What follows belongs to an exercise in optimizing a design on an open flow for small area and a short achievable clock period; a production flow would make more cautious choices. No functional check of the RTL was part of any run shown here. Power and IR drop assume default switching activity.

<file path="flow/config.mk">
export PLATFORM = sky130hd
export DESIGN_NAME = fir_gen
export DESIGN_NICKNAME = fir_gen
export VERILOG_FILES = /design/flow/design.v
export SDC_FILE = /design/flow/constraint.sdc
export NUM_CORES = 4
export LEC_CHECK = 0
export CAP_MARGIN = 20
export CORE_MARGIN = 2
export CORE_UTILIZATION = 50
export SETUP_SLACK_MARGIN = 2.5
export SLEW_MARGIN = 20
export SYNTH_HIERARCHICAL = 1
export SYNTH_MINIMUM_KEEP_SIZE = 0
</file>
<file path="flow/constraint.sdc">
create_clock -name core_clock -period 5.5 [get_ports {clk}]
set_input_delay 1.1000 -clock core_clock [delete_from_list [all_inputs] [get_ports {clk}]]
set_output_delay 1.1000 -clock core_clock [all_outputs]
set_load 0.01 [all_outputs]
</file>
<file path="flow/design.v">
module fir_gen (input clk, input reset, input Load_x,
    input signed [7:0] x_in, input signed [7:0] c_in, output signed [7:0] y_out);
reg [7:0] c0, c1, c2;
reg [3:0] xo, xt, xn;
reg [15:0] a2r0;
reg [15:0] a2r1;
reg [15:0] a2r2;
reg [16:0] a1r0;
reg [16:0] a1r1;
reg [16:0] a1r2;
reg [2:0] yq;
reg [7:0] yg;
reg [7:0] yp;
wire [8:0] xe = {x_in, 1'b0};
wire [3:0] bo, bt, bn;
genvar gi;
generate for (gi = 0; gi < 4; gi = gi + 1) begin : rec
  assign bo[gi] = xe[2*gi+1] ^ xe[2*gi];
  assign bt[gi] = (xe[2*gi+2] & ~xe[2*gi+1] & ~xe[2*gi]) | (~xe[2*gi+2] & xe[2*gi+1] & xe[2*gi]);
  assign bn[gi] = xe[2*gi+2];
end endgenerate
wire [3:0] xon = Load_x ? bo : xo;
wire [3:0] xtn = Load_x ? bt : xt;
wire [3:0] xnn = Load_x ? bn : xn;
wire p1;
wire p2;
wire p3;
wire p4;
wire p5;
wire p6;
wire p7;
wire p8;
wire p9;
wire p10;
wire p11;
wire p12;
wire p13;
wire p14;
wire p15;
wire p16;
wire p17;
wire p18;
wire p19;
wire p20;
wire p21;
wire p22;
wire p23;
wire p24;
wire p25;
wire p26;
wire p27;
wire p28;
wire p29;
wire p30;
wire p31;
wire p32;
wire p33;
wire p34;
wire p35;
wire p36;
wire s37;
wire c38;
wire s39;
wire c40;
wire s41;
wire c42;
wire s43;
wire c44;
wire s45;
wire c46;
wire s47;
wire c48;
wire s49;
wire c50;
wire s51;
wire c52;
wire s53;
wire c54;
wire s55;
wire c56;
wire s57;
wire c58;
wire s59;
wire c60;
wire s61;
wire c62;
wire s63;
wire c64;
wire s65;
wire c66;
wire s67;
wire c68;
wire s69;
wire c70;
wire s71;
wire c72;
wire s73;
wire c74;
wire p75;
wire p76;
wire p77;
wire p78;
wire p79;
wire p80;
wire p81;
wire p82;
wire p83;
wire p84;
wire p85;
wire p86;
wire p87;
wire p88;
wire p89;
wire p90;
wire p91;
wire p92;
wire p93;
wire p94;
wire p95;
wire p96;
wire p97;
wire p98;
wire p99;
wire p100;
wire p101;
wire p102;
wire p103;
wire p104;
wire p105;
wire p106;
wire p107;
wire p108;
wire p109;
wire p110;
wire s111;
wire c112;
wire s113;
wire c114;
wire s115;
wire c116;
wire s117;
wire c118;
wire s119;
wire c120;
wire s121;
wire c122;
wire s123;
wire c124;
wire s125;
wire c126;
wire s127;
wire c128;
wire s129;
wire c130;
wire s131;
wire c132;
wire s133;
wire c134;
wire s135;
wire c136;
wire s137;
wire c138;
wire s139;
wire c140;
wire s141;
wire c142;
wire s143;
wire c144;
wire s145;
wire c146;
wire s147;
wire c148;
wire s149;
wire c150;
wire s151;
wire c152;
wire s153;
wire c154;
wire s155;
wire c156;
wire s157;
wire c158;
wire s159;
wire c160;
wire s161;
wire c162;
wire s163;
wire c164;
wire s165;
wire c166;
wire s167;
wire c168;
wire s169;
wire c170;
wire s171;
wire c172;
wire s173;
wire c174;
wire s175;
wire c176;
wire s177;
wire c178;
wire s179;
wire c180;
wire s181;
wire c182;
wire s183;
wire c184;
wire s185;
wire c186;
wire s187;
wire c188;
wire s189;
wire c190;
wire s191;
wire c192;
wire p193;
wire p194;
wire p195;
wire p196;
wire p197;
wire p198;
wire p199;
wire p200;
wire p201;
wire p202;
wire p203;
wire p204;
wire p205;
wire p206;
wire p207;
wire p208;
wire p209;
wire p210;
wire p211;
wire p212;
wire p213;
wire p214;
wire p215;
wire p216;
wire p217;
wire p218;
wire p219;
wire p220;
wire p221;
wire p222;
wire p223;
wire p224;
wire p225;
wire p226;
wire p227;
wire p228;
wire s229;
wire c230;
wire s231;
wire c232;
wire s233;
wire c234;
wire s235;
wire c236;
wire s237;
wire c238;
wire s239;
wire c240;
wire s241;
wire c242;
wire s243;
wire c244;
wire s245;
wire c246;
wire s247;
wire c248;
wire s249;
wire c250;
wire s251;
wire c252;
wire s253;
wire c254;
wire s255;
wire c256;
wire s257;
wire c258;
wire s259;
wire c260;
wire s261;
wire c262;
wire s263;
wire c264;
wire s265;
wire c266;
wire s267;
wire c268;
wire s269;
wire c270;
wire s271;
wire c272;
wire s273;
wire c274;
wire s275;
wire c276;
wire s277;
wire c278;
wire s279;
wire c280;
wire s281;
wire c282;
wire s283;
wire c284;
wire s285;
wire c286;
wire s287;
wire c288;
wire s289;
wire c290;
wire s291;
wire c292;
wire s293;
wire c294;
wire s295;
wire c296;
wire s297;
wire c298;
wire s299;
wire c300;
wire s301;
wire c302;
wire s303;
wire c304;
wire s305;
wire c306;
wire s307;
wire c308;
wire s309;
wire c310;
wire s311;
wire c312;
wire s313;
wire c314;
wire s315;
wire c316;
wire s317;
wire c318;
wire g319;
wire o320;
wire g321;
wire g322;
wire o323;
wire g324;
wire g325;
wire o326;
wire g327;
wire g328;
wire o329;
wire g330;
wire g331;
wire o332;
wire g333;
wire g334;
wire o335;
wire g336;
wire g337;
wire o338;
wire g339;
wire g340;
wire o341;
wire g342;
wire g343;
wire o344;
wire g345;
wire g346;
wire o347;
wire g348;
wire g349;
wire o350;
wire g351;
wire g352;
wire o353;
wire g354;
wire g355;
wire o356;
wire g357;
wire s358;
wire c359;
wire s360;
wire c361;
wire s362;
wire c363;
wire s364;
wire c365;
wire s366;
wire c367;
wire s368;
wire c369;
wire s370;
wire c371;
wire g372;
wire o373;
wire g374;
wire g375;
wire o376;
wire g377;
wire g378;
wire o379;
wire g380;
wire g381;
wire o382;
wire g383;
wire g384;
wire o385;
wire g386;
wire g387;
wire o388;
wire g389;
wire g390;
wire o391;
wire g392;
wire g393;
wire o394;
wire g395;
wire g396;
wire o397;
wire g398;
wire g399;
wire o400;
wire g401;
wire g402;
wire o403;
wire g404;
wire x405;
wire x406;
wire x407;
wire x408;
wire x409;
wire x410;
wire n411;
wire n412;
wire o413;
wire x414;
wire o415;
wire x416;
wire o417;
wire x418;
wire o419;
wire x420;
wire o421;
wire x422;
wire o423;
wire x424;
wire o425;
wire n426;
wire g427;
wire o428;
wire g429;
wire g430;
wire o431;
wire g432;
wire o433;
wire g434;
wire g435;
wire o436;
wire g437;
wire g438;
wire o439;
wire g440;
wire g441;
wire o442;
wire g443;
wire g444;
wire o445;
wire g446;
wire g447;
wire o448;
wire g449;
wire g450;
wire o451;
wire g452;
wire g453;
wire o454;
wire g455;
wire g456;
wire o457;
wire g458;
wire x459;
wire g460;
wire o461;
wire x462;
wire g463;
wire o464;
wire x465;
wire g466;
wire o467;
wire x468;
wire g469;
wire o470;
wire x471;
wire g472;
wire o473;
wire x474;
wire g475;
wire o476;
wire x477;
wire g478;
wire o479;
wire x480;
assign p1 = (xo[0] & c2[0]) ^ xn[0];
assign p2 = ((xo[0] & c2[1]) | (xt[0] & c2[0])) ^ xn[0];
assign p3 = ((xo[0] & c2[2]) | (xt[0] & c2[1])) ^ xn[0];
assign p4 = ((xo[0] & c2[3]) | (xt[0] & c2[2])) ^ xn[0];
assign p5 = ((xo[0] & c2[4]) | (xt[0] & c2[3])) ^ xn[0];
assign p6 = ((xo[0] & c2[5]) | (xt[0] & c2[4])) ^ xn[0];
assign p7 = ((xo[0] & c2[6]) | (xt[0] & c2[5])) ^ xn[0];
assign p8 = ((xo[0] & c2[7]) | (xt[0] & c2[6])) ^ xn[0];
assign p9 = ~(((xo[0] & c2[7]) | (xt[0] & c2[7])) ^ xn[0]);
assign p10 = (xo[1] & c2[0]) ^ xn[1];
assign p11 = ((xo[1] & c2[1]) | (xt[1] & c2[0])) ^ xn[1];
assign p12 = ((xo[1] & c2[2]) | (xt[1] & c2[1])) ^ xn[1];
assign p13 = ((xo[1] & c2[3]) | (xt[1] & c2[2])) ^ xn[1];
assign p14 = ((xo[1] & c2[4]) | (xt[1] & c2[3])) ^ xn[1];
assign p15 = ((xo[1] & c2[5]) | (xt[1] & c2[4])) ^ xn[1];
assign p16 = ((xo[1] & c2[6]) | (xt[1] & c2[5])) ^ xn[1];
assign p17 = ((xo[1] & c2[7]) | (xt[1] & c2[6])) ^ xn[1];
assign p18 = ~(((xo[1] & c2[7]) | (xt[1] & c2[7])) ^ xn[1]);
assign p19 = (xo[2] & c2[0]) ^ xn[2];
assign p20 = ((xo[2] & c2[1]) | (xt[2] & c2[0])) ^ xn[2];
assign p21 = ((xo[2] & c2[2]) | (xt[2] & c2[1])) ^ xn[2];
assign p22 = ((xo[2] & c2[3]) | (xt[2] & c2[2])) ^ xn[2];
assign p23 = ((xo[2] & c2[4]) | (xt[2] & c2[3])) ^ xn[2];
assign p24 = ((xo[2] & c2[5]) | (xt[2] & c2[4])) ^ xn[2];
assign p25 = ((xo[2] & c2[6]) | (xt[2] & c2[5])) ^ xn[2];
assign p26 = ((xo[2] & c2[7]) | (xt[2] & c2[6])) ^ xn[2];
assign p27 = ~(((xo[2] & c2[7]) | (xt[2] & c2[7])) ^ xn[2]);
assign p28 = (xo[3] & c2[0]) ^ xn[3];
assign p29 = ((xo[3] & c2[1]) | (xt[3] & c2[0])) ^ xn[3];
assign p30 = ((xo[3] & c2[2]) | (xt[3] & c2[1])) ^ xn[3];
assign p31 = ((xo[3] & c2[3]) | (xt[3] & c2[2])) ^ xn[3];
assign p32 = ((xo[3] & c2[4]) | (xt[3] & c2[3])) ^ xn[3];
assign p33 = ((xo[3] & c2[5]) | (xt[3] & c2[4])) ^ xn[3];
assign p34 = ((xo[3] & c2[6]) | (xt[3] & c2[5])) ^ xn[3];
assign p35 = ((xo[3] & c2[7]) | (xt[3] & c2[6])) ^ xn[3];
assign p36 = ~(((xo[3] & c2[7]) | (xt[3] & c2[7])) ^ xn[3]);
fa_cell us37 (.a(xn[1]), .b(p3), .c(p10), .s(s37), .co(c38));
fa_cell us39 (.a(xn[2]), .b(p5), .c(p12), .s(s39), .co(c40));
fa_cell us41 (.a(p6), .b(p13), .c(p20), .s(s41), .co(c42));
fa_cell us43 (.a(xn[3]), .b(p7), .c(p14), .s(s43), .co(c44));
fa_cell us45 (.a(p8), .b(p15), .c(p22), .s(s45), .co(c46));
assign s47 = ~(p9 ^ p16);
assign c48 = p9 | p16;
fa_cell us49 (.a(p17), .b(p24), .c(p31), .s(s49), .co(c50));
fa_cell us51 (.a(p18), .b(p25), .c(p32), .s(s51), .co(c52));
fa_cell us53 (.a(p4), .b(p11), .c(c38), .s(s53), .co(c54));
fa_cell us55 (.a(p21), .b(p28), .c(c42), .s(s55), .co(c56));
fa_cell us57 (.a(p29), .b(c44), .c(s45), .s(s57), .co(c58));
fa_cell us59 (.a(p23), .b(p30), .c(s47), .s(s59), .co(c60));
fa_cell us61 (.a(p26), .b(p33), .c(c52), .s(s61), .co(c62));
fa_cell us63 (.a(xn[0]), .b(p1), .c(xnn[0]), .s(s63), .co(c64));
fa_cell us65 (.a(p19), .b(s39), .c(xnn[2]), .s(s65), .co(c66));
fa_cell us67 (.a(s43), .b(xnn[3]), .c(s55), .s(s67), .co(c68));
fa_cell us69 (.a(c46), .b(s59), .c(c58), .s(s69), .co(c70));
fa_cell us71 (.a(c48), .b(s49), .c(c60), .s(s71), .co(c72));
fa_cell us73 (.a(p27), .b(p34), .c(c62), .s(s73), .co(c74));
assign p75 = (xo[0] & c1[0]) ^ xn[0];
assign p76 = ((xo[0] & c1[1]) | (xt[0] & c1[0])) ^ xn[0];
assign p77 = ((xo[0] & c1[2]) | (xt[0] & c1[1])) ^ xn[0];
assign p78 = ((xo[0] & c1[3]) | (xt[0] & c1[2])) ^ xn[0];
assign p79 = ((xo[0] & c1[4]) | (xt[0] & c1[3])) ^ xn[0];
assign p80 = ((xo[0] & c1[5]) | (xt[0] & c1[4])) ^ xn[0];
assign p81 = ((xo[0] & c1[6]) | (xt[0] & c1[5])) ^ xn[0];
assign p82 = ((xo[0] & c1[7]) | (xt[0] & c1[6])) ^ xn[0];
assign p83 = ~(((xo[0] & c1[7]) | (xt[0] & c1[7])) ^ xn[0]);
assign p84 = (xo[1] & c1[0]) ^ xn[1];
assign p85 = ((xo[1] & c1[1]) | (xt[1] & c1[0])) ^ xn[1];
assign p86 = ((xo[1] & c1[2]) | (xt[1] & c1[1])) ^ xn[1];
assign p87 = ((xo[1] & c1[3]) | (xt[1] & c1[2])) ^ xn[1];
assign p88 = ((xo[1] & c1[4]) | (xt[1] & c1[3])) ^ xn[1];
assign p89 = ((xo[1] & c1[5]) | (xt[1] & c1[4])) ^ xn[1];
assign p90 = ((xo[1] & c1[6]) | (xt[1] & c1[5])) ^ xn[1];
assign p91 = ((xo[1] & c1[7]) | (xt[1] & c1[6])) ^ xn[1];
assign p92 = ~(((xo[1] & c1[7]) | (xt[1] & c1[7])) ^ xn[1]);
assign p93 = (xo[2] & c1[0]) ^ xn[2];
assign p94 = ((xo[2] & c1[1]) | (xt[2] & c1[0])) ^ xn[2];
assign p95 = ((xo[2] & c1[2]) | (xt[2] & c1[1])) ^ xn[2];
assign p96 = ((xo[2] & c1[3]) | (xt[2] & c1[2])) ^ xn[2];
assign p97 = ((xo[2] & c1[4]) | (xt[2] & c1[3])) ^ xn[2];
assign p98 = ((xo[2] & c1[5]) | (xt[2] & c1[4])) ^ xn[2];
assign p99 = ((xo[2] & c1[6]) | (xt[2] & c1[5])) ^ xn[2];
assign p100 = ((xo[2] & c1[7]) | (xt[2] & c1[6])) ^ xn[2];
assign p101 = ~(((xo[2] & c1[7]) | (xt[2] & c1[7])) ^ xn[2]);
assign p102 = (xo[3] & c1[0]) ^ xn[3];
assign p103 = ((xo[3] & c1[1]) | (xt[3] & c1[0])) ^ xn[3];
assign p104 = ((xo[3] & c1[2]) | (xt[3] & c1[1])) ^ xn[3];
assign p105 = ((xo[3] & c1[3]) | (xt[3] & c1[2])) ^ xn[3];
assign p106 = ((xo[3] & c1[4]) | (xt[3] & c1[3])) ^ xn[3];
assign p107 = ((xo[3] & c1[5]) | (xt[3] & c1[4])) ^ xn[3];
assign p108 = ((xo[3] & c1[6]) | (xt[3] & c1[5])) ^ xn[3];
assign p109 = ((xo[3] & c1[7]) | (xt[3] & c1[6])) ^ xn[3];
assign p110 = ~(((xo[3] & c1[7]) | (xt[3] & c1[7])) ^ xn[3]);
ha_cell us111 (.a(a2r0[7]), .b(a2r1[7]), .s(s111), .co(c112));
fa_cell us113 (.a(a2r0[1]), .b(a2r1[1]), .c(p76), .s(s113), .co(c114));
fa_cell us115 (.a(a2r0[2]), .b(a2r1[2]), .c(p77), .s(s115), .co(c116));
fa_cell us117 (.a(a2r0[3]), .b(p78), .c(p85), .s(s117), .co(c118));
fa_cell us119 (.a(a2r0[4]), .b(a2r1[4]), .c(p79), .s(s119), .co(c120));
fa_cell us121 (.a(a2r0[5]), .b(a2r1[5]), .c(a2r2[5]), .s(s121), .co(c122));
fa_cell us123 (.a(p80), .b(p87), .c(p94), .s(s123), .co(c124));
fa_cell us125 (.a(a2r0[6]), .b(p81), .c(p88), .s(s125), .co(c126));
fa_cell us127 (.a(a2r2[7]), .b(s111), .c(p82), .s(s127), .co(c128));
fa_cell us129 (.a(p89), .b(p96), .c(p103), .s(s129), .co(c130));
fa_cell us131 (.a(a2r0[8]), .b(c112), .c(p83), .s(s131), .co(c132));
fa_cell us133 (.a(p90), .b(p97), .c(p104), .s(s133), .co(c134));
fa_cell us135 (.a(a2r0[9]), .b(a2r1[9]), .c(p91), .s(s135), .co(c136));
fa_cell us137 (.a(a2r0[10]), .b(a2r1[10]), .c(a2r2[10]), .s(s137), .co(c138));
fa_cell us139 (.a(p92), .b(p99), .c(p106), .s(s139), .co(c140));
fa_cell us141 (.a(a2r0[11]), .b(p100), .c(p107), .s(s141), .co(c142));
fa_cell us143 (.a(a2r0[12]), .b(p101), .c(p108), .s(s143), .co(c144));
fa_cell us145 (.a(a2r0[13]), .b(a2r1[13]), .c(p109), .s(s145), .co(c146));
fa_cell us147 (.a(p84), .b(c114), .c(s115), .s(s147), .co(c148));
fa_cell us149 (.a(p86), .b(p93), .c(c118), .s(s149), .co(c150));
fa_cell us151 (.a(s121), .b(c120), .c(s123), .s(s151), .co(c152));
fa_cell us153 (.a(c122), .b(p95), .c(p102), .s(s153), .co(c154));
fa_cell us155 (.a(c126), .b(s127), .c(s129), .s(s155), .co(c156));
fa_cell us157 (.a(c128), .b(c130), .c(s131), .s(s157), .co(c158));
fa_cell us159 (.a(p98), .b(p105), .c(c132), .s(s159), .co(c160));
fa_cell us161 (.a(s137), .b(c136), .c(s139), .s(s161), .co(c162));
fa_cell us163 (.a(c138), .b(c140), .c(s141), .s(s163), .co(c164));
fa_cell us165 (.a(a2r0[14]), .b(p110), .c(c146), .s(s165), .co(c166));
fa_cell us167 (.a(a2r0[0]), .b(p75), .c(xnn[0]), .s(s167), .co(c168));
fa_cell us169 (.a(c116), .b(s117), .c(c148), .s(s169), .co(c170));
fa_cell us171 (.a(s119), .b(xnn[2]), .c(s149), .s(s171), .co(c172));
fa_cell us173 (.a(c124), .b(s153), .c(s125), .s(s173), .co(c174));
fa_cell us175 (.a(s133), .b(c156), .c(s157), .s(s175), .co(c176));
fa_cell us177 (.a(c134), .b(s135), .c(c158), .s(s177), .co(c178));
fa_cell us179 (.a(c142), .b(s143), .c(c164), .s(s179), .co(c180));
fa_cell us181 (.a(c150), .b(s151), .c(c172), .s(s181), .co(c182));
fa_cell us183 (.a(xnn[3]), .b(c152), .c(s173), .s(s183), .co(c184));
fa_cell us185 (.a(c154), .b(c174), .c(s155), .s(s185), .co(c186));
fa_cell us187 (.a(s159), .b(c176), .c(s177), .s(s187), .co(c188));
fa_cell us189 (.a(c160), .b(s161), .c(c178), .s(s189), .co(c190));
fa_cell us191 (.a(c144), .b(s145), .c(c180), .s(s191), .co(c192));
assign p193 = (xo[0] & c0[0]) ^ xn[0];
assign p194 = ((xo[0] & c0[1]) | (xt[0] & c0[0])) ^ xn[0];
assign p195 = ((xo[0] & c0[2]) | (xt[0] & c0[1])) ^ xn[0];
assign p196 = ((xo[0] & c0[3]) | (xt[0] & c0[2])) ^ xn[0];
assign p197 = ((xo[0] & c0[4]) | (xt[0] & c0[3])) ^ xn[0];
assign p198 = ((xo[0] & c0[5]) | (xt[0] & c0[4])) ^ xn[0];
assign p199 = ((xo[0] & c0[6]) | (xt[0] & c0[5])) ^ xn[0];
assign p200 = ((xo[0] & c0[7]) | (xt[0] & c0[6])) ^ xn[0];
assign p201 = ~(((xo[0] & c0[7]) | (xt[0] & c0[7])) ^ xn[0]);
assign p202 = (xo[1] & c0[0]) ^ xn[1];
assign p203 = ((xo[1] & c0[1]) | (xt[1] & c0[0])) ^ xn[1];
assign p204 = ((xo[1] & c0[2]) | (xt[1] & c0[1])) ^ xn[1];
assign p205 = ((xo[1] & c0[3]) | (xt[1] & c0[2])) ^ xn[1];
assign p206 = ((xo[1] & c0[4]) | (xt[1] & c0[3])) ^ xn[1];
assign p207 = ((xo[1] & c0[5]) | (xt[1] & c0[4])) ^ xn[1];
assign p208 = ((xo[1] & c0[6]) | (xt[1] & c0[5])) ^ xn[1];
assign p209 = ((xo[1] & c0[7]) | (xt[1] & c0[6])) ^ xn[1];
assign p210 = ~(((xo[1] & c0[7]) | (xt[1] & c0[7])) ^ xn[1]);
assign p211 = (xo[2] & c0[0]) ^ xn[2];
assign p212 = ((xo[2] & c0[1]) | (xt[2] & c0[0])) ^ xn[2];
assign p213 = ((xo[2] & c0[2]) | (xt[2] & c0[1])) ^ xn[2];
assign p214 = ((xo[2] & c0[3]) | (xt[2] & c0[2])) ^ xn[2];
assign p215 = ((xo[2] & c0[4]) | (xt[2] & c0[3])) ^ xn[2];
assign p216 = ((xo[2] & c0[5]) | (xt[2] & c0[4])) ^ xn[2];
assign p217 = ((xo[2] & c0[6]) | (xt[2] & c0[5])) ^ xn[2];
assign p218 = ((xo[2] & c0[7]) | (xt[2] & c0[6])) ^ xn[2];
assign p219 = ~(((xo[2] & c0[7]) | (xt[2] & c0[7])) ^ xn[2]);
assign p220 = (xo[3] & c0[0]) ^ xn[3];
assign p221 = ((xo[3] & c0[1]) | (xt[3] & c0[0])) ^ xn[3];
assign p222 = ((xo[3] & c0[2]) | (xt[3] & c0[1])) ^ xn[3];
assign p223 = ((xo[3] & c0[3]) | (xt[3] & c0[2])) ^ xn[3];
assign p224 = ((xo[3] & c0[4]) | (xt[3] & c0[3])) ^ xn[3];
assign p225 = ((xo[3] & c0[5]) | (xt[3] & c0[4])) ^ xn[3];
assign p226 = ((xo[3] & c0[6]) | (xt[3] & c0[5])) ^ xn[3];
assign p227 = ((xo[3] & c0[7]) | (xt[3] & c0[6])) ^ xn[3];
assign p228 = ~(((xo[3] & c0[7]) | (xt[3] & c0[7])) ^ xn[3]);
ha_cell us229 (.a(a1r0[4]), .b(a1r1[4]), .s(s229), .co(c230));
ha_cell us231 (.a(a1r0[5]), .b(p198), .s(s231), .co(c232));
fa_cell us233 (.a(a1r0[6]), .b(a1r1[6]), .c(p199), .s(s233), .co(c234));
ha_cell us235 (.a(p206), .b(p213), .s(s235), .co(c236));
fa_cell us237 (.a(a1r0[7]), .b(a1r1[7]), .c(p200), .s(s237), .co(c238));
fa_cell us239 (.a(p207), .b(p214), .c(p221), .s(s239), .co(c240));
fa_cell us241 (.a(a1r0[8]), .b(a1r1[8]), .c(p201), .s(s241), .co(c242));
fa_cell us243 (.a(p208), .b(p215), .c(p222), .s(s243), .co(c244));
fa_cell us245 (.a(a1r0[9]), .b(p209), .c(p216), .s(s245), .co(c246));
fa_cell us247 (.a(a1r0[10]), .b(a1r1[10]), .c(p210), .s(s247), .co(c248));
fa_cell us249 (.a(a1r0[11]), .b(a1r1[11]), .c(a1r2[11]), .s(s249), .co(c250));
ha_cell us251 (.a(a1r0[2]), .b(a1r1[2]), .s(s251), .co(c252));
ha_cell us253 (.a(a1r0[3]), .b(p196), .s(s253), .co(c254));
fa_cell us255 (.a(s229), .b(p197), .c(p204), .s(s255), .co(c256));
fa_cell us257 (.a(c230), .b(p205), .c(p212), .s(s257), .co(c258));
fa_cell us259 (.a(p220), .b(c232), .c(s235), .s(s259), .co(c260));
fa_cell us261 (.a(c236), .b(c234), .c(s237), .s(s261), .co(c262));
fa_cell us263 (.a(c238), .b(c240), .c(s241), .s(s263), .co(c264));
fa_cell us265 (.a(p223), .b(c242), .c(c244), .s(s265), .co(c266));
fa_cell us267 (.a(p217), .b(p224), .c(c246), .s(s267), .co(c268));
fa_cell us269 (.a(s249), .b(p218), .c(p225), .s(s269), .co(c270));
fa_cell us271 (.a(a1r0[12]), .b(c250), .c(p219), .s(s271), .co(c272));
ha_cell us273 (.a(a1r0[1]), .b(a1r1[1]), .s(s273), .co(c274));
fa_cell us275 (.a(s251), .b(p195), .c(p202), .s(s275), .co(c276));
fa_cell us277 (.a(c252), .b(p203), .c(s253), .s(s277), .co(c278));
fa_cell us279 (.a(p211), .b(c254), .c(s255), .s(s279), .co(c280));
fa_cell us281 (.a(s231), .b(c256), .c(s257), .s(s281), .co(c282));
fa_cell us283 (.a(c258), .b(s233), .c(s259), .s(s283), .co(c284));
fa_cell us285 (.a(s239), .b(c260), .c(s261), .s(s285), .co(c286));
fa_cell us287 (.a(s243), .b(c262), .c(s263), .s(s287), .co(c288));
fa_cell us289 (.a(s245), .b(c264), .c(s265), .s(s289), .co(c290));
fa_cell us291 (.a(s247), .b(c266), .c(s267), .s(s291), .co(c292));
fa_cell us293 (.a(c248), .b(s269), .c(c268), .s(s293), .co(c294));
fa_cell us295 (.a(p226), .b(c270), .c(s271), .s(s295), .co(c296));
fa_cell us297 (.a(a1r0[13]), .b(p227), .c(c272), .s(s297), .co(c298));
fa_cell us299 (.a(a1r0[14]), .b(a1r1[14]), .c(p228), .s(s299), .co(c300));
ha_cell us301 (.a(a1r0[0]), .b(p193), .s(s301), .co(c302));
ha_cell us303 (.a(p194), .b(s273), .s(s303), .co(c304));
ha_cell us305 (.a(c274), .b(s275), .s(s305), .co(c306));
ha_cell us307 (.a(c276), .b(s277), .s(s307), .co(c308));
ha_cell us309 (.a(c278), .b(s279), .s(s309), .co(c310));
ha_cell us311 (.a(c280), .b(s281), .s(s311), .co(c312));
ha_cell us313 (.a(c282), .b(s283), .s(s313), .co(c314));
ha_cell us315 (.a(c284), .b(s285), .s(s315), .co(c316));
ha_cell us317 (.a(c286), .b(s287), .s(s317), .co(c318));
assign g319 = s303 & c302;
assign o320 = c304 | g319;
assign g321 = s303 & s301;
assign g322 = s307 & c306;
assign o323 = c308 | g322;
assign g324 = s307 & s305;
assign g325 = s311 & c310;
assign o326 = c312 | g325;
assign g327 = s311 & s309;
assign g328 = s315 & c314;
assign o329 = c316 | g328;
assign g330 = s315 & s313;
assign g331 = s305 & o320;
assign o332 = c306 | g331;
assign g333 = s305 & g321;
assign g334 = g324 & o320;
assign o335 = o323 | g334;
assign g336 = g324 & g321;
assign g337 = s313 & o326;
assign o338 = c314 | g337;
assign g339 = s313 & g327;
assign g340 = g330 & o326;
assign o341 = o329 | g340;
assign g342 = g330 & g327;
assign g343 = s309 & o335;
assign o344 = c310 | g343;
assign g345 = s309 & g336;
assign g346 = g327 & o335;
assign o347 = o326 | g346;
assign g348 = g327 & g336;
assign g349 = g339 & o335;
assign o350 = o338 | g349;
assign g351 = g339 & g336;
assign g352 = g342 & o335;
assign o353 = o341 | g352;
assign g354 = g342 & g336;
assign g355 = s317 & o353;
assign o356 = c318 | g355;
assign g357 = s317 & g354;
ha_cell us358 (.a(c288), .b(s289), .s(s358), .co(c359));
ha_cell us360 (.a(c290), .b(s291), .s(s360), .co(c361));
ha_cell us362 (.a(c292), .b(s293), .s(s362), .co(c363));
ha_cell us364 (.a(c294), .b(s295), .s(s364), .co(c365));
ha_cell us366 (.a(c296), .b(s297), .s(s366), .co(c367));
ha_cell us368 (.a(c298), .b(s299), .s(s368), .co(c369));
ha_cell us370 (.a(a1r0[15]), .b(c300), .s(s370), .co(c371));
assign g372 = s360 & c359;
assign o373 = c361 | g372;
assign g374 = s360 & s358;
assign g375 = s364 & c363;
assign o376 = c365 | g375;
assign g377 = s364 & s362;
assign g378 = s368 & c367;
assign o379 = c369 | g378;
assign g380 = s368 & s366;
assign g381 = s362 & o373;
assign o382 = c363 | g381;
assign g383 = s362 & g374;
assign g384 = g377 & o373;
assign o385 = o376 | g384;
assign g386 = g377 & g374;
assign g387 = s370 & o379;
assign o388 = c371 | g387;
assign g389 = s370 & g380;
assign g390 = s370 & o379;
assign o391 = c371 | g390;
assign g392 = s370 & g380;
assign g393 = s366 & o385;
assign o394 = c367 | g393;
assign g395 = s366 & g386;
assign g396 = g380 & o385;
assign o397 = o379 | g396;
assign g398 = g380 & g386;
assign g399 = g389 & o385;
assign o400 = o388 | g399;
assign g401 = g389 & g386;
assign g402 = g392 & o385;
assign o403 = o391 | g402;
assign g404 = g392 & g386;
assign x405 = s360 ^ c359;
assign x406 = s362 ^ o373;
assign x407 = s364 ^ o382;
assign x408 = s366 ^ o385;
assign x409 = s368 ^ o394;
assign x410 = s370 ^ o397;
assign n411 = ~o400;
assign n412 = ~s358;
assign o413 = c359 | s358;
assign x414 = s360 ^ o413;
assign o415 = o373 | g374;
assign x416 = s362 ^ o415;
assign o417 = o382 | g383;
assign x418 = s364 ^ o417;
assign o419 = o385 | g386;
assign x420 = s366 ^ o419;
assign o421 = o394 | g395;
assign x422 = s368 ^ o421;
assign o423 = o397 | g398;
assign x424 = s370 ^ o423;
assign o425 = o400 | g401;
assign n426 = ~o425;
assign g427 = s317 & c316;
assign o428 = c318 | g427;
assign g429 = s317 & s315;
assign g430 = yq[2] & yq[0];
assign o431 = yq[1] | g430;
assign g432 = yp[1] & yg[0];
assign o433 = yg[1] | g432;
assign g434 = yp[1] & yp[0];
assign g435 = yp[3] & yg[2];
assign o436 = yg[3] | g435;
assign g437 = yp[3] & yp[2];
assign g438 = yp[5] & yg[4];
assign o439 = yg[5] | g438;
assign g440 = yp[5] & yp[4];
assign g441 = yp[2] & o433;
assign o442 = yg[2] | g441;
assign g443 = yp[2] & g434;
assign g444 = g437 & o433;
assign o445 = o436 | g444;
assign g446 = g437 & g434;
assign g447 = yp[6] & o439;
assign o448 = yg[6] | g447;
assign g449 = yp[6] & g440;
assign g450 = yp[4] & o445;
assign o451 = yg[4] | g450;
assign g452 = yp[4] & g446;
assign g453 = g440 & o445;
assign o454 = o439 | g453;
assign g455 = g440 & g446;
assign g456 = g449 & o445;
assign o457 = o448 | g456;
assign g458 = g449 & g446;
assign x459 = yp[0] ^ o431;
assign g460 = yp[0] & o431;
assign o461 = yg[0] | g460;
assign x462 = yp[1] ^ o461;
assign g463 = g434 & o431;
assign o464 = o433 | g463;
assign x465 = yp[2] ^ o464;
assign g466 = g443 & o431;
assign o467 = o442 | g466;
assign x468 = yp[3] ^ o467;
assign g469 = g446 & o431;
assign o470 = o445 | g469;
assign x471 = yp[4] ^ o470;
assign g472 = g452 & o431;
assign o473 = o451 | g472;
assign x474 = yp[5] ^ o473;
assign g475 = g455 & o431;
assign o476 = o454 | g475;
assign x477 = yp[6] ^ o476;
assign g478 = g458 & o431;
assign o479 = o457 | g478;
assign x480 = yp[7] ^ o479;
always @(posedge clk or posedge reset)
  if (reset) begin
    xo <= 4'd0; xt <= 4'd0; xn <= 4'd0; c0 <= 8'd0; c1 <= 8'd0; c2 <= 8'd0;
    a2r0 <= 16'd22016; a2r1 <= 16'd0; a2r2 <= 16'd0; a1r0 <= 17'd43776; a1r1 <= 17'd0; a1r2 <= 17'd0; yq <= 3'd0; yg <= 8'd0; yp <= 8'd0;
  end else begin
    xo <= xon; xt <= xtn; xn <= xnn;
    if (!Load_x) begin c2 <= c_in; c1 <= c2; c0 <= c1; end
    a2r0 <= {1'b0,p36,c74,s73,s61,c72,c70,s69,c68,s67,c66,s65,s53,s37,c64,s63};
    a2r1 <= {1'b0,1'b0,p35,1'b0,1'b0,c50,s71,1'b0,c56,1'b0,c40,c54,1'b0,xnn[1],p2,1'b0};
    a2r2 <= {1'b0,1'b0,1'b0,1'b0,1'b0,s51,1'b0,1'b0,s57,1'b0,s41,1'b0,1'b0,1'b0,1'b0,1'b0};
    a1r0 <= {1'b0,c166,c192,s191,s179,c190,c188,s187,c186,c184,c182,s181,c170,s169,xnn[1],s113,s167};
    a1r1 <= {1'b0,1'b0,s165,1'b0,1'b0,c162,s189,1'b0,s175,s185,s183,1'b0,s171,1'b0,s147,c168,1'b0};
    a1r2 <= {1'b0,1'b0,1'b0,1'b0,1'b0,s163,1'b0,1'b0,1'b0,1'b0,1'b0,1'b0,1'b0,1'b0,1'b0,1'b0,1'b0};
    yq <= {g429,o428,o350};
    yg <= {1'b0,c371,c369,c367,c365,c363,c361,c359};
    yp <= {1'b1,s370,s368,s366,s364,s362,s360,s358};
  end
assign y_out = {x480,x477,x474,x471,x468,x465,x462,x459};
endmodule
module fa_cell (input a, input b, input c, output s, output co);
assign {co, s} = a + b + c;
endmodule
module ha_cell (input a, input b, output s, output co);
assign {co, s} = a + b;
endmodule
</file>
<file path="flow/flow/run.sh">
#!/bin/bash
# Own layout flow: the standard flow (standard.sh), with two changes after synthesis:
#  - the input and output port buffers are buf_1 cells (buffer_ports -buffer_cell)
#  - clock tree synthesis without dummy loads
# Each step's full output goes to its own log file in this folder.
set -euo pipefail
bash standard.sh synth > synth.log 2>&1
export BUFFER_PORTS_ARGS="-buffer_cell sky130_fd_sc_hd__buf_1"
export CTS_ARGS="-sink_clustering_enable -repair_clock_nets -dont_use_dummy_load"
bash standard.sh floorplan > floorplan.log 2>&1
bash standard.sh place > place.log 2>&1
bash standard.sh cts > cts.log 2>&1
bash standard.sh route > route.log 2>&1
bash standard.sh finish > finish.log 2>&1
test -f out/final.def
</file>
<file path="flow/standard.sh">
#!/bin/bash
# synth_recipe.tcl (not shown) runs the flow's synth.tcl, then flattens the netlist and writes it again
# the make line also repeats each setting of config.mk as NAME=value (left out here)
make -C /OpenROAD-flow-scripts/flow DESIGN_CONFIG=/design/flow/config.mk WORK_HOME=/design/flow/orfs CLKGATE_MAP_FILE= SYNTH_SCRIPT=/design/flow/synth_recipe.tcl "${@:-finish}"
</file>
==> results of run 1 <==
## power groups by stage
stage | registers [mW] | clock network (mW) | logic (mW)
3_5_place_dp | 1.45 | 0 | 2.87
2_1_floorplan | 1.28 | 0 | 2.36
4_1_cts | 1.43 | 0.561 | 2.94
5_1_grt | 1.45 | 0.591 | 3.57
6_report | 1.41 | 0.548 | 3.05
3_3_place_gp | 1.44 | 0 | 2.73
## registers in the layout (all words and copies together), names as in the netlist
signal and cells:
a2r2 3, xn 4, a2r1 7, yp 8, xo 4, a1r0 15
yg 7, c2 8, a2r0 15, xt 4, c1 8, c0 8
a1r1 9, a1r2 1, yq 3
## cell usage after synthesis (all sizes together) (2+ instances only)
cell    number  area share
a21o         4      0.0040
a21oi       16       0.011
a22oi       84       0.085
a311oi       2      0.0024
buf         29       0.021
clkbuf      43       0.022
dfrtp       95        0.32
dfstp        9       0.032
fa          88        0.24
ha          25       0.042
inv          7      0.0035
mux2        29       0.044
nand2       19      0.0096
nor2        15      0.0076
nor3         5      0.0034
o21ai       14      0.0094
or4          2      0.0020
xnor2      104        0.12
xor2        11       0.013
## metal layers
| metal | vias to the layer above | track usage | part of all wire |
|---|---|---|---|
| li1 | 2083 | - | - |
| met1 | 2444 | 0.276 | 0.42 |
| met2 | 108 | 0.350 | 0.51 |
| met3 | 21 | 0.0221 | 0.050 |
| met4 | 0 | 0.0840 | 0.020 |
| met5 | - | 0 | 0 |
## final cells by class
cell class	instances	share of cell area
Clock buffer	9	0.0273
Inverter	7	0.00364
Multi-Input combinational cell	429	0.557
Sequential cell	104	0.322
Tap cell	184	0.0279
Timing Repair Buffer	77	0.0629
## worst min path at each step
stage | startpoint | end | slack (ps) | depth (start not counted)
final | xt[3]$_DFFE_PP0P_ | xt[3]$_DFFE_PP0P_ | 530 | 2
after global routing | xt[3]$_DFFE_PP0P_ | xt[3]$_DFFE_PP0P_ | 560 | 2
after CTS | xt[3]$_DFFE_PP0P_ | xt[3]$_DFFE_PP0P_ | 540 | 2
after detailed placement | xt[3]$_DFFE_PP0P_ | xt[3]$_DFFE_PP0P_ | 520 | 2
after global placement | xt[3]$_DFFE_PP0P_ | xt[3]$_DFFE_PP0P_ | 510 | 2
after floorplan | a2r1[1]$_DFF_PP0_ | a1r0[1]$_DFF_PP0_ | 510 | 1
## logic make-up after synthesis
| group | count (synthesis) | share of synthesized area |
|---|---|---|
| adder cells (fa/ha/maj) | 113 | 0.278 |
| multiplexers | 29 | 0.0438 |
| buffers and inverters | 79 | 0.0464 |
| flip-flops | 104 | 0.351 |
| AND/OR/NAND/NOR | 46 | 0.0265 |
| XOR/XNOR | 115 | 0.135 |
| other | 1 | 0.000503 |
| AO/OA/AOI/OAI | 125 | 0.118 |
## metrics by stage
stage	total power, mW	utilization	cells
floorplan	3.64	-	612
global placement	4.17	0.519	760
detailed placement	4.32	0.519	760
CTS	4.93	0.543	777
global route	5.62	0.568	810
finish	5.02	0.568	810
## repair_timing
item                       CTS  global route
gates resized for setup     24            21
setup endpoints to repair   32            11
setup buffers                8            33
pin swaps                    3             6
## Yosys stat by module, one instance, submodules excluded
module / cells / times used
ha_cell: 1 / 23
fa_cell: 1 / 88
fir_gen: 501 / 1
## critical path, stage by stage, from the launching register on
cell      delay, ps
dfrtp_1         410
a21oi_4         230
nor3_4           90
or4_4           520
o311ai_2        100
buf_2           180
## layout by cell type (no fill, tap or decap), types with 15 or more instances in the layout
| cell | n |
|---|---|
| xnor2_1 | 103 |
| ha_1 | 24 |
| buf_1 | 23 |
| dfrtp_1 | 84 |
| a22oi_1 | 81 |
| mux2_2 | 29 |
| nor2_1 | 15 |
| fa_1 | 86 |
| buf_4 | 44 |
| nand2_1 | 19 |
==> results.toml, run 1 <==
[global_routing]
grt_pass1_vias = 5108
grt_usage = 0.207
grt_antenna_before_repair = 0
grt-ovfl-total = 0
grt_pass1_wl_um = 26000
grt_max_degree = 79

[critical_path]
reg2reg_slack_ps = 2560
cp-end-kind = "output port"
critPathLaunch = "yq[0]$_DFF_PP0_"
crit_required_ps = 4400
crit_fanout = 5
r2r_start = "xo[0]$_DFFE_PP0P_"
crit_type = "reg2out"
worst_r2r_path_depth = 8
critPathArrivalTime_ps = 1880
crit_end = "y_out[7]"
regToRegEndpoint = "yq[1]$_DFF_PP0_"
start_kind = "register"

[power]
power_frac_seq = 0.282
powerDensity_mw_per_mm2 = 608
clock_power_share = 0.109
swShare = 0.406
p_switching_mw = 2.03
intPower_mw = 2.98
peakVddDrop_v = 0.000201
p_leak_nw = 3.30
p_comb_frac = 0.609

[synth]
synth_cells = 612
synthArstFlopShare = 1.00
yosysUniqueCellTypes = 34
syn-cell-area_mm2 = 0.00745
synth_nets = 744
seq_area_frac_synth = 0.351
ys_ff_latch = 104
ys.flop_type = "dfrtp_1"
synth_edf_count = 0
synth_warnings = 7
avgSynthCellArea_um2 = 12.2

[floorplanning]
fp.dieH_um = 126
die-area_mm2 = 0.0159
core_area_mm2 = 0.0145
rows = 44
die_w_um = 126
io_pins = 27
start_util = 0.513

[clock_tree]
cts_sinks = 104
cts_root_buf = "clkbuf_16"
cts_tree = "done"
numCtsBuffers = 9
h-tree-depth = 3
clk_pin_slew_ps = 60
cts_buffer_depth = 2
clkLatencyLatePin_ps = 360
cts_hold_buf = 0

[finish]
finalNetCount = 760
area_growth_pct = 10.7
drive_gt1_frac = 0.206
multi_input_area_mm2 = 0.00459
antenna_cells = 0
finalInstanceArea_mm2 = 0.00825
seq_area_mm2 = 0.00265
final.fill_count = 1254

[timing]
max_freq_ghz = 0.335
finalCriticalPeriod_ps = 2980
finalSetupViolCount = 0
hold_viol = 0
slew_headroom = 0.357
maxSlewViolCount = 0
fin_ws_ps = 2520
hold_ws_ps = 534
skew_ps = 18.7
finalCritPeriodShare = 0.543
rsz0062_at_grt = "yes"
tightest_slew_ps = 965
tns_ps = 0

[job]
cap_violations = 0

[drt]
detail-route-antenna-nets = 0
first_pass_iters = 4
totalWireLength_um = 16100
routedWlPerCell_um = 19.8
drc = 0
drt_iter0_drc = 227
dr_total_vias = 4656
vias_per_cell = 5.75

[placement]
dpl_cell_area_mm2 = 0.00754
hpwl_um = 10400
preCtsSetupSlack_ps = 2010
numPortBuffers = 26
gp_congestion = 0.810

[hold_path]
worstHoldPathType = "reg2reg"

[status]
status = "complete, no violations"
==> run 2, diff against run 1 <==
--- a/flow/config.mk
+++ b/flow/config.mk
@@ -12,3 +12,4 @@
 export SLEW_MARGIN = 20
 export SYNTH_HIERARCHICAL = 1
 export SYNTH_MINIMUM_KEEP_SIZE = 0
+export TNS_END_PERCENT = 30
==> results.toml, run 2 <==
[status]
status = "complete, no violations"

[clock_tree]
cts_tree = "done"
numCtsBuffers = 9
h-tree-depth = 3
clk_pin_slew_ps = 80
cts_sinks = 104
cts_root_buf = "clkbuf_16"
clkLatencyLatePin_ps = 360
cts_hold_buf = 0
cts_buffer_depth = 2

[critical_path]
critPathArrivalTime_ps = 3250
crit_type = "reg2reg"
start_kind = "register"
r2r_start = "xo[0]$_DFFE_PP0P_"
crit_path_frequent_cell = "fa_2"
crit_family = "adder cells"
cp_num_buf_inv = 1
crit_end = "yq[2]$_DFF_PP0_"
slowest_delay_ps = 540
worst_r2r_path_depth = 8
reg2reg_slack_ps = 2490
cp-end-kind = "register"
path_cells = "buf_8 -> a22oi_2 -> xnor2_2 -> fa_2 -> fa_2 -> fa_1 -> ha_1 -> and2_1"
crit_required_ps = 5750
crit_fanout = 8
critPathSlowestCell = "fa_2"
critPathLaunch = "xo[0]$_DFFE_PP0P_"
regToRegEndpoint = "yq[2]$_DFF_PP0_"
cp.depth = 8

[power]
p_leak_nw = 3.25
powerDensity_mw_per_mm2 = 607
peakVddDrop_v = 0.000228

[drt]
vias_per_cell = 5.82
met1_length_um = 7230
top_layer = "met4"
totalWireLength_um = 16400
drc = 0
detail-route-antenna-nets = 0
drt_iter0_drc = 284
dr_total_vias = 4647
routedWlPerCell_um = 20.6
dr_wl_met3_um = 594
first_pass_iters = 5
route.met2.wl_um = 8240

[finish]
finalInstanceArea_mm2 = 0.00818
area_growth_pct = 9.84
multi_input_area_mm2 = 0.00459
final_cell_count_no_fill = 798
final_cell_mix = "xnor2_1, dfrtp_1, fa_1"
drive_gt1_frac = 0.192
seq_area_mm2 = 0.00265
final.fill_count = 1232
largestRegisters = "a1r0: 15 flops, a2r0: 15 flops, a1r1: 9 flops"
antenna_cells = 0
finalNetCount = 748
mostFrequentLayoutCell = "xnor2_1"

[synth]
synth_xor_area_frac = 0.135
synth_edf_count = 0
synth_top_family_by_area = "adder cells"
ys.flop_type = "dfrtp_1"
yosys.area.top_type = "dfrtp_1"
synth_largest_type_area_fraction = 0.319
ys_ff_latch = 104
yosysMostFrequentCell = "xnor2_1"
synth_nets = 744
seq_area_frac_synth = 0.351
synth-compound-area-share = 0.118
synth_area_leaders = "dfrtp_1, fa_1, xnor2_1"
synth_warnings = 7
yosysUniqueCellTypes = 34
synth-simple-area-share = 0.0265
synth_fa_ha_area_frac = 0.278
muxShareOfSynthArea = 0.0438
synth_common_cells = "xnor2_1, dfrtp_1, fa_1"
syn-cell-area_mm2 = 0.00745
synthArstFlopShare = 1.00
synth_cells = 612
avgSynthCellArea_um2 = 12.2

[timing]
fin_ws_ps = 2490
tightest_slew_ps = 693
tns_ps = 0
finalSetupViolCount = 0
skew_ps = 23.1
rsz0062_at_grt = "yes"
finalCritPeriodShare = 0.547
maxSlewViolCount = 0
max_freq_ghz = 0.332
slew_headroom = 0.537
finalCriticalPeriod_ps = 3010
hold_viol = 0

[global_routing]
grt_pass1_wl_um = 26900
grt_antenna_before_repair = 0
grt_pass1_vias = 5064
grt-ovfl-total = 0
grt_usage = 0.218
grt_max_degree = 79

[floorplanning]
rows = 44
start_util = 0.513
io_pins = 27
fp.dieH_um = 126
die-area_mm2 = 0.0159
core_area_mm2 = 0.0145
die_w_um = 126

[job]
cap_violations = 0

[placement]
numPortBuffers = 26
dpl_cell_area_mm2 = 0.00754
gp_congestion = 0.806
hpwl_um = 10500
preCtsSetupSlack_ps = 1980
place_inst = 760

[hold_path]
worstHoldStart = "xt[3]$_DFFE_PP0P_"
worstHoldPathType = "reg2reg"
run 2: cell types whose count changed in the layout (fill, tap and decap cells not counted), moves of 2 or more:
cell / delta
fa_2: +3
buf_4: -14
fa_1: -3
buf_6: -2
buf_12: +2
run 2: layout make-up:
class                   instances  area share
flip-flops and latches        104       0.324
well taps                     184      0.0281
repair buffers                 65      0.0554
clock buffers                   9      0.0275
multi-input cells             429       0.561
inverters                       7     0.00367
run 2: kinds of logic after synthesis:
group / Yosys count
AOI/OAI and AO/OA: 125
xor gates and xnor gates: 115
adders and majority gates: 113
DFF: 104
buffers and inverters: 79
and+or+nand+nor: 46
muxes: 29
other: 1
run 2: power by group:
part           switching, mW  leakage, nW  internal, mW
logic                   1.50         1.93          1.50
registers              0.269         1.21          1.15
clock network          0.263        0.111         0.289
total                   2.03         3.25          2.94
run 2: how the worst min path moves through the flow:
stage | to | slack (ps) | cells after the start
after floorplan | a1r0[1]$_DFF_PP0_ | 510 | 1
after global placement | xt[3]$_DFFE_PP0P_ | 510 | 2
after detailed placement | xt[3]$_DFFE_PP0P_ | 540 | 2
after CTS | xt[3]$_DFFE_PP0P_ | 550 | 2
after global routing | a1r0[1]$_DFF_PP0_ | 590 | 1
final | xt[3]$_DFFE_PP0P_ | 560 | 2
run 2: layer usage:
| metal | vias to the layer above | track usage |
|---|---|---|
| li1 | 2060 | - |
| met1 | 2451 | 0.297 |
| met2 | 110 | 0.363 |
| met3 | 26 | 0.0268 |
| met4 | 0 | 0.0814 |
| met5 | - | 0 |
run 2: per-module statistics from Yosys, one instance, submodules excluded:
module	copies in the design	cell area (µm²)
fir_gen	1	5400
fa_cell	88	20.0
ha_cell	23	12.5
run 2: through the flow:
stage               power, mW   util  hold WS (ps)
global placement         4.18  0.519           512
finish                   4.97  0.563           564
CTS                      4.97  0.544           554
floorplan                3.64      -           512
detailed placement       4.34  0.519           540
global route             5.60  0.563           587
run 2: worst reg2reg max path, stage by stage (launching register included):
cell     delay, ps
dfrtp_4        530
buf_8          160
a22oi_2        240
xnor2_2        160
fa_2           470
fa_2           540
fa_1           410
ha_1           270
and2_1         130
run 2: repair_timing:
action	4_1_cts	5_1_grt
pin swaps	0	6
buffers inserted	9	19
gates resized for setup	26	21
setup endpoints to repair	32	10

separate check: timing with driven ports:
Ports are ideal in the flow. The routed layouts listed here were re-timed in OpenROAD.
Step 1 (the two cells are an assumption about what drives the block):
set clk [get_ports {clk}]
set_driving_cell -lib_cell sky130_fd_sc_hd__clkbuf_16 $clk
set_driving_cell -lib_cell sky130_fd_sc_hd__buf_2 [delete_from_list [all_inputs] $clk]
Step 2 moves the port delays by t, midway between the first and last clock arrival at a register: inputs arrive t later, outputs are due t later. That takes back most of the time a late clock gives input paths.
Three values: ideal ports, drivers, drivers and shift; two values: the first two.
run	t, ns	slack for setup (ns)	worst hold slack (ns)	pins driven straight from the clock port
run 1	0.388	2.515 / 2.475 / 2.483	0.534 / 0.534 / 0.534	1
run 2	0.394	2.491 / 2.454 / 2.491	0.564 / 0.564 / 0.564	1
After both steps setup and hold are still met in every run listed. The setup slack of run 1, which loses most, moves by -0.040 ns with the drivers and by -0.032 ns with both steps.
